Context: an optimization exercise on an open-source flow, tuned for small area, a short achievable clock period and few clock cycles. The choices shown serve that exercise and are no tape-out recipe. Only simulation tests tie the RTL to the original design; equivalence was not proved. Power and IR drop assume default switching activity.

== v1 ==
Design top, start of the top module:
module top (
    input         clk_i,
    input         rst_i,
    input  [7:0]  addr_i,
    input  [31:0] data_i,
    input         wr_vi,
    output [31:0] data_o
);
wire       op_w  = wr_vi & ~addr_i[7] & ~addr_i[6];  
wire       op_x  = wr_vi & ~addr_i[7] &  addr_i[6];  
wire       op_c  = wr_vi &  addr_i[7] & ~addr_i[6];  
wire       op_st = wr_vi &  addr_i[7] &  addr_i[6];  
wire       op_rd = addr_i[7] & ~addr_i[6];           
wire [3:0] a     = addr_i[3:0];
wire       clr   = ~rst_i;                           
reg [8:0] W [16];
reg [8:0] X [16];
reg [15:0] xv;
reg        pok;
wire       fast = pok & (&xv);
reg        rc;
reg [4:0]  rn;
reg        rc_op;           
wire       rc_clr = rc & (rn == 5'd2);
wire       vst    = rc & (rn == 5'd19);
reg [7:1] q;
always_ff @(posedge clk_i or negedge rst_i)
    if (!rst_i) begin
        q   <= '0;
        rc  <= 1'b0;
        rn  <= '0;
        xv  <= '0;
        pok <= 1'b1;
    end else begin
        q <= {q[6:1], (op_st & fast) | vst};
        if (op_st & ~fast) begin
            rc <= 1'b1;
            rn <= '0;
        end else if (rc) begin
            rn <= rn + 5'd1;
            if (vst) rc <= 1'b0;
        end
        if (q[1]) begin
            xv  <= '0;
            pok <= 1'b1;
        end else if (op_x) begin
            xv[a] <= 1'b1;
            if (xv[a]) pok <= 1'b0;
        end else if (op_w) begin
            if (|(xv & (16'hF << {a[3:2], 2'b00}))) pok <= 1'b0;
        end
    end
wire idle_next = ~(op_st | rc | q[1] | q[2] | q[3] | q[4] | q[5] | q[6]);
always_ff @(posedge clk_i)
    for (int n = 0; n < 16; n++) begin
        if (clr | (op_w & a == n)) W[n] <= data_i[8:0] & {9{rst_i}};
        if (clr | (op_x & a == n)) X[n] <= data_i[8:0] & {9{rst_i}};
    end
reg [3:0] ri_oh, rk_oh;         
always_ff @(posedge clk_i or negedge rst_i)
    if (!rst_i) begin
        rc_op <= 1'b0;
        ri_oh <= '0;
        rk_oh <= '0;
    end else begin
        logic [3:0] n;
        logic       nx;
        n  = 4'(rn - 5'd2);         
  ...
Settings: LEC_CHECK=0, CAP_MARGIN=20, CORE_MARGIN=2, CORE_UTILIZATION=45, CTS_CLUSTER_DIAMETER=80, CTS_CLUSTER_SIZE=25, PLACE_DENSITY=0.7, SETUP_SLACK_MARGIN=3.7, SLEW_MARGIN=60, SYNTH_HIERARCHICAL=1, SYNTH_MINIMUM_KEEP_SIZE=0; clock period 6.5 ns.
run.sh (not shown) runs the stock make flow with config.mk's settings and CLKGATE_MAP_FILE= SYNTH_SCRIPT=/design/flow/synth_recipe.tcl, a recipe that flattens the netlist after the stock synthesis.
The flow did not stop early for v1: all stages ran, and the layout cleared the timing, design-rule and antenna checks.
Testbench counts of v1, summed over its fixed seeds: cycles 13,056.
diff inputs: v1 => v21
- SLEW_MARGIN: 60 -> 20
- CORE_UTILIZATION: 45 -> 65
- PLACE_DENSITY: 0.7 -> 0.75
For clock group share of total power, v1 and v21 come out practically identical. v1 → v21: worst hold slack -0.013 ns; share of power burned in combinational logic went down 1.1 points; final HPWL from detailed placement down 13,000 µm. Looking at data required time at the worst endpoint, v21 sits 0.14 ns above v1.
Modified inputs, v34 compared to v21
- changing PLACE_DENSITY from 0.75 to 0.7
- changing CORE_UTILIZATION from 65 to 30
Notes after the runs:
- Proportion of power drawn by combinational gates (higher): v21
- Side by side, clock network power share turned out higher in v34 than in v21.
- Against v21, v34 comes in 0.0098 ns higher on post-layout minimum cycle time.
- Compared v34 vs v21, and share of final-layout standard cells stronger than drive strength 1 is up in v34.
- In v34 relative to v21, TritonCTS buffer count had gone up by more than 10%.
- Clock-buffer cell count was lower in the run labelled v21.
- Changes observed in v34 relative to v21: standard-cell row count went up; number of synthesized flops with an enable pin was more or less identical; starting utilization of the core area fell by 35 points.
### v34 -> v59
- CORE_UTILIZATION now 45, was 30
==> run summary <==
Per the comparison of v59 with v34, power -1.4%, core occupancy in the finished layout +16 points. Comparing design area for v59 and v34, the bigger number came from v34. v59 against v34: total length of routed wires lost 4.7%, minimum clock period after layout lost 0.080 ns, post-placement worst setup slack picked up an extra 0.23 ns. On relative slew slack: v59 sits below v34.
The inputs of v27 differ from those of v59 as listed below.
- SETUP_SLACK_MARGIN now 3.9, was 3.7
- CORE_UTILIZATION now 55, was 45
Notes after the runs:
Area added between synthesis and finish ends up lower on v59. Reported for v59 and v27, worst hold path cell count turned out identical to the last digit. Final critical-path required period (higher): v59. Compared with v59, v27 shows a higher clock power. Taking v59 as the reference point, the proportion of power drawn by combinational gates of v27 rises by 2.0 points. There was hardly any difference in clock skew between v27 and v59. Delta (v27 minus v59): met2 routed wirelength now sits higher; half-perimeter wire length after detailed placement went up 730 µm; utilization up 14 points.

========
top, a different RTL version from the one above (not shown whole).
For scale: about 1600 flip-flops, roughly 75 I/O pins, ~0.077 mm² of cells after synthesis.
clock: 6.5 ns
lec_check: 0
cap_margin: 20
core_margin: 2
core_utilization: 30
cts_cluster_diameter: 80
cts_cluster_size: 30
setup_slack_margin: 3.7
slew_margin: 20
The starting point produced a clean layout.
Testbench counts at the start, summed over its fixed seeds: cycles 13,272.
Edit:
CTS_CLUSTER_SIZE = 25   (was 30)
PLACE_DENSITY = 0.7   (was default)
=> Routed wire length decreases by 2.5%; register-to-register slack is better by 0.03 ns; clock skew came out lower by 0.025 ns; cell area drops by 0.93%; die area stays the same; first-iteration DRC count went up by 9.2%.

========
## job 8895
RTL: one of the versions met above, not the one the previous note started from.
Size: ~1600 flip-flops, roughly 75 I/O pins, ~79000 µm² of cells after synthesis.
Settings: LEC_CHECK=0, CAP_MARGIN=20, CORE_MARGIN=2, CORE_UTILIZATION=55, CTS_CLUSTER_DIAMETER=80, CTS_CLUSTER_SIZE=25, PLACE_DENSITY=0.7, SETUP_SLACK_MARGIN=3.5, SLEW_MARGIN=20, SYNTH_HIERARCHICAL=1, SYNTH_MINIMUM_KEEP_SIZE=0; clock period 6.5 ns.
Testbench counts of job 8895, summed over its fixed seeds: cycles 13,056.
Here is what was changed in the inputs of job 4312 compared with job 8895.
Settings: changing SETUP_SLACK_MARGIN from 3.5 to 3.7.
--- outcome ---
Number of CTS-inserted buffers, job 4312 and job 8895: lower on job 8895. Measured against each other, job 4312 and job 8895 differ in sequential share of cell area, the lower figure coming from job 4312. Between job 8895 and job 4312, the global-route wire length before repair figures differ only marginally.

-- afterwards: timing with drivers on the ports --
In the flow no input, the clock included, has a driving cell. The finished layouts below were timed again as built, in two steps. Step 1 sets driving cells, clkbuf_16 on the clock port and buf_2 on the other inputs (assumed; they add their load-dependent delay and slew). Step 2 moves the port delays by t, midway between the first and last clock arrival at a register: inputs arrive t later, outputs are due t later. That takes back most of the time a late clock gives input paths. Slacks: ideal ports / drivers / drivers and shift; pairs: ideal ports / drivers.
run	shift t [ns]	slack for setup (ns)	hold slack, ns	worst setup path after step 2	pins driven straight from the clock port
v1	0.829	3.617 / 3.640 / 2.820	0.376 / 0.355 / 0.376	input to register	1
v21	0.785	3.502 / 3.480 / 2.695	0.363 / 0.363 / 0.363	input to register	1
v34	0.844	3.492 / 3.330 / 2.487	0.359 / 0.359 / 0.359	input to register	1
v59	0.816	3.572 / 3.384 / 2.569	0.369 / 0.364 / 0.369	input to register	1
v27	0.837	3.645 / 3.645 / 2.821	0.341 / 0.341 / 0.341	input to register	1
the first run of note 2	0.906	3.497 / 3.497 / 2.767	0.358 / 0.358 / 0.358	input to register	1
the second run of note 2	0.867	3.468 / 3.517 / 2.651	0.331 / 0.331 / 0.331	input to register	1
job 8895	0.826	3.391 / 3.423 / 2.601	0.376 / 0.376 / 0.376	input to register	1
job 4312	0.806	3.601 / 3.614 / 2.808	0.369 / 0.369 / 0.369	input to register	1
After both steps every run listed still meets setup and hold. The setup slack of v34, which loses most, moves by -0.162 ns with the drivers and by -1.005 ns with both steps.
